This design comes from an exercise in tuning for small area on the open sky130 flow, not from production work.
Only simulation tests tie the RTL to the original design; equivalence was not proved.

### design/flow/run.sh
#!/bin/bash
# synth_recipe.tcl (not shown) runs the flow's synth.tcl, then flattens the netlist and writes it again
# the make line also repeats each setting of config.mk as NAME=value (left out here)
make -C /OpenROAD-flow-scripts/flow DESIGN_CONFIG=/design/flow/config.mk WORK_HOME=/design/flow/orfs CLKGATE_MAP_FILE= SYNTH_SCRIPT=/design/flow/synth_recipe.tcl finish
### design/flow/config.mk
export PLATFORM = sky130hd
export DESIGN_NAME = Top
export DESIGN_NICKNAME = Top
export VERILOG_FILES = /design/flow/design.v
export SDC_FILE = /design/flow/constraint.sdc
export NUM_CORES = 4
export LEC_CHECK = 0
export CAP_MARGIN = 20
export CORE_MARGIN = 2
export CORE_UTILIZATION = 40
export SLEW_MARGIN = 20
### design/flow/constraint.sdc
create_clock -name core_clock -period 12.0 [get_ports {i_clk}]
set_input_delay 2.4000 -clock core_clock [delete_from_list [all_inputs] [get_ports {i_clk}]]
set_output_delay 2.4000 -clock core_clock [all_outputs]
set_load 0.01 [all_outputs]
### design/flow/design.v
module Top(
	input i_clk,
	input i_rst,
	input i_start,
	input [31:0] i_init,
	output [3:0] o_random_out,
	output o_idle
);
	parameter IDLE = 2'b00;
	parameter RUN_1 = 2'b01;
	parameter RUN_2 = 2'b10;
	parameter RUN_3 = 2'b11;
	logic [1:0]state, next_state;
	logic [29:0]count, next_count;
	logic [3:0] num;
	logic [3:0] show_num, n_show_num;
	logic [31:0] random, n_random;
	assign o_random_out = show_num;
	assign o_idle = (state == IDLE);
	always_comb begin
		case(state)
			IDLE: begin
				if(i_start == 0) next_state = IDLE;
				else next_state = RUN_1; 
				next_count = 30'b0;
				n_show_num = show_num;
			end
			RUN_1: begin
				if(count == 30'd10000)begin
					next_state = RUN_2;
					next_count = count + 1'b1;
				end
				else if(i_start == 1)begin
					next_state = RUN_1;
					next_count = 0;
				end
				else begin
					next_state = RUN_1;
					next_count = count + 1'b1;
				end
				if(count == 30'd500) n_show_num = num;
				else if(count == 30'd1000) n_show_num = num;
				else if(count == 30'd1500) n_show_num = num;
				else if(count == 30'd2000) n_show_num = num;
				else if(count == 30'd2500) n_show_num = num;
				else if(count == 30'd3000) n_show_num = num;
				else if(count == 30'd3500) n_show_num = num;
				else if(count == 30'd4000) n_show_num = num;
				else if(count == 30'd4500) n_show_num = num;
				else if(count == 30'd5000) n_show_num = num;
				else if(count == 30'd5500) n_show_num = num;
				else if(count == 30'd6000) n_show_num = num;
				else if(count == 30'd6500) n_show_num = num;
				else if(count == 30'd7000) n_show_num = num;
				else if(count == 30'd7500) n_show_num = num;
				else if(count == 30'd8000) n_show_num = num;
				else if(count == 30'd8500) n_show_num = num;
				else if(count == 30'd9000) n_show_num = num;
				else if(count == 30'd9500) n_show_num = num;
				else if(count == 30'd10000) n_show_num = num;
				else n_show_num = show_num;
			end
			RUN_2: begin
				if(count == 30'd20000)begin
					next_state = RUN_3;
					next_count = count + 1'b1;
				end
				else if(i_start == 1)begin
					next_state = RUN_1;
					next_count = 0;
				end
				else begin 
					next_state = RUN_2;
					next_count = count + 1'b1;
				end
				if(count == 30'd11000) n_show_num = num;
				else if(count == 30'd12000) n_show_num = num;
				else if(count == 30'd13000) n_show_num = num;
				else if(count == 30'd14000) n_show_num = num;
				else if(count == 30'd15000) n_show_num = num;
				else if(count == 30'd16000) n_show_num = num;
				else if(count == 30'd17000) n_show_num = num;
				else if(count == 30'd18000) n_show_num = num;
				else if(count == 30'd19000) n_show_num = num;
				else if(count == 30'd20000) n_show_num = num;
				else n_show_num = show_num;
			end
			RUN_3: begin
				if(count == 30'd30000)begin
					next_state = IDLE;
					next_count = count + 1'b1;
				end
				else if(i_start == 1)begin
					next_state = RUN_1;
					next_count = 0;
				end
				else begin 
					next_state = RUN_3;
					next_count = count + 1'b1;		
				end
				if(count == 30'd22500) n_show_num = num;	
				else if(count == 30'd25000) n_show_num = num;
				else if(count == 30'd27500) n_show_num = num;
				else if(count == 30'd30000) n_show_num = num;
				else n_show_num = show_num;	
			end
		endcase
	end
	assign n_random = random*16807 % 2147483647;
	assign num = random[27:24];
	always_ff@(posedge i_clk) begin
		if(~i_rst)begin
			state <= IDLE;
			count <= 30'd0;
			show_num <= 4'd0;
			random <= i_init;
		end
		else begin
			state <= next_state;
			count <= next_count;
			show_num <= n_show_num;
			random <= n_random;
		end
	end
endmodule
==> summary.md <==
| Metric | Value |
|---|---|
| GR Util All Layers | 21.2% |
| Routed vias | 9173 |
| DRC errors left | 0 |
| Io pins | 40 |
| R2r setup slk | 2.44 ns |
| Reg clk slew, reported paths | 0.07 ns |
| CTS root buffer | clkbuf_16 |
| Fraction of layout cells with a size suffix above 1 | 3.91% |
| Top_reg_cell synth | dfxtp_1 |
| Status | complete, no violations |
| Commonest non-fill, non-tap cell in the layout | inv_1 |
| H-tree depth | 3 |
| Mapped Cells | 1320 |
| # Post-CTS Setup Buffers | 0 |
| Final setup fails | 0 |
| Synthesized cell area | 11000 µm² |
| DP HPWL | 23900 µm |
| Crit path time final | 9.56 ns |
| Post-DR vias/cell | 5.49 |
| Largest net degree at the start of global routing | 36 |
| Pre-CTS setup slack | 2.63 ns |
| # diodes | 0 |
| Achievable Freq | 105 MHz |
| Area of the multi-input gates | 8500 µm² |
| CP endpoint kind | flip-flop |
| Final WS setup | 2.44 ns |
| Starting density of the core | 40.8% |
| CTS tree | done |
| Period utilization | 79.7% |
| Critical-path top delay cell | xnor2_1 |
| First-pass GRT wire length | 48100 µm |
| Syn nets | 1608 |
| Post-synth EDFFs | 0 |
| Antenna Nets Post-Route | 0 |
| Critical path type | reg2reg |
| Synth Register Bits | 68 |
| Crit path largest cell delay | 0.82 ns |
| Fill cells | 2685 |
| Area Growth Syn to Fin | 8.36% |
| Yosys warns | 1 |
| CTS sink cnt | 68 |
| Fin nets | 1613 |
| TNS Setup | 0 ns |
| Most used cells in the layout excluding fill and tap cells | inv_1, ha_1, fa_1 |
| Slew @ Worst Pin | 1.03 ns |
| Max-slew headroom | 30.8% |
| Register area | 1360 µm² |
| Avg WL per Cell | 17.5 µm |
| Die X | 170 µm |
| RSZ-0062 raised after global routing | no |
| CTS Buf Count | 9 |
| Unique cell type count in the Yosys netlist | 92 |
| Core area | 27000 µm² |
| Die Ht | 170 µm |
| DRT Pass-1 Iters | 5 |
| Final Hold Fails | 0 |
| Antenna violations before repair | 0 |
| PortBufs | 39 |
| Initial DRC count | 584 |
| Clk Latency, worst-skew pair | 0.34 ns |
| Routability Congestion | 0.924 |
| Clock skew | 0.00893 ns |
| Final slew viol count | 0 |
| Data required time at the worst endpoint | 12.23 ns |
| Worst min-delay path class | reg2reg |
| Async set or reset register ratio after synthesis | 0% |
| Crit path DAT | 9.79 ns |
| CP startpoint kind | flip-flop |
| Row Count | 60 |
| Die area | 28800 µm² |
| Hold_buf cts | 0 |
| Resized Gates After CTS | 0 |
| Number of global-route vias before repair | 9035 |
| Clock Path Buffers | 2 |
| Grt ovf | 0 |
| Max Cap Viol | 0 |
| Post-Syn Area per Cell | 8.33 µm² |
| WL final | 29200 µm |
| Seq/Total Area, Yosys | 12.4% |
| CP max FO | 24 |
| Most frequent CP cell | inv_1 |
[registers in the layout (all words and copies together), names as in the netlist]
name,flops
state,2
count,30
random,32
show_num,4
[kinds of logic after synthesis]
group	Yosys count	synth area share, %
AO/OA/AOI/OAI	204	13.0
XOR/XNOR	80	6.37
adder cells (fa/ha/maj)	253	36.5
buffers and inverters	291	10.4
flip-flops	68	12.4
multiplexers	9	0.876
AND/OR/NAND/NOR	415	20.5
[final timing paths]
kind / startpoint / end / depth (start not counted)
max: random[14] / random[10] / 31
min: count[0] / count[0] / 1
max reg2reg: random[14] / random[10] / 31
min reg2reg: count[0] / count[0] / 1
[worst max-delay path, delay by kind of cell, from the launching register on]
family                     cells  cell delay (ns)
DFF                            1             0.55
xor gates and xnor gates       1             0.82
and+or+nand+nor                8             2.05
adders and majority gates      8             3.55
AOI/OAI and AO/OA              8             1.99
buffers and inverters          6             0.45
[layer usage]
metal	GRT usage [%]	part of all wire [%]
met5	0	0
met4	4.72	1.4
met3	1.70	3.7
met2	35.4	47
met1	30.0	48
[per-stage QoR]
stage	hold slack (ns)	util, %	area [µm²]	instances
after global routing	0.493	44.2	11900	1671
final	0.465	44.2	11900	1671
after global placement	0.445	43.1	11600	1655
after CTS	0.470	44.2	11900	1671
after floorplan	0.430	-	11000	1320
after detailed placement	0.453	43.1	11600	1655
[cells in the mapped netlist (16+ instances only)]
cell	instances	share of area (%)
inv_1	241	8.2
clkbuf_1	32	1.1
o21ai_0	26	1.2
nor4_1	16	0.91
a21oi_1	47	2.1
nor2_1	102	3.5
fa_1	113	21
xnor2_1	49	3.9
and3_1	16	0.91
ha_1	140	16
dfxtp_1	68	12
xor2_1	31	2.5
nand4_1	19	1.1
nor3_1	38	1.7
nand2_1	87	3.0
nand3_1	40	1.8
[layout make-up]
cell class	count	share of cell area [%]
clock buffers	9	1.89
clock inverters	7	0.630
inverters	242	7.62
multi-input cells	961	71.3
flip-flops and latches	68	11.4
well taps	341	3.58
repair buffers	43	3.53

==> what the ideal ports hide <==
The results above use ideal ports. As a check the final layout listed here was re-extracted and re-timed, cells and wires unchanged.
Step 1 assumes that a clkbuf_16 drives the clock port and a buf_2 every other input.
Step 2, shift: input delay + t, output delay - t, t = (earliest + latest rising clock arrival at the registers) / 2. This alone moves slack from input paths to output paths.
Slacks: ideal / step 1 / step 2; pairs: ideal / step 1.
t, ns: 0.380
slack for setup (ns): 2.442 / 2.442 / 2.442
hold slack, ns: 0.465 / 0.465 / 0.465
worst data-port slew with drivers (ns): 0.06
pins driven straight from the clock port: 1
After both steps this run still meets setup and hold. The setup slack of this run moves by 0.000 ns with the drivers and by 0.000 ns with both steps.
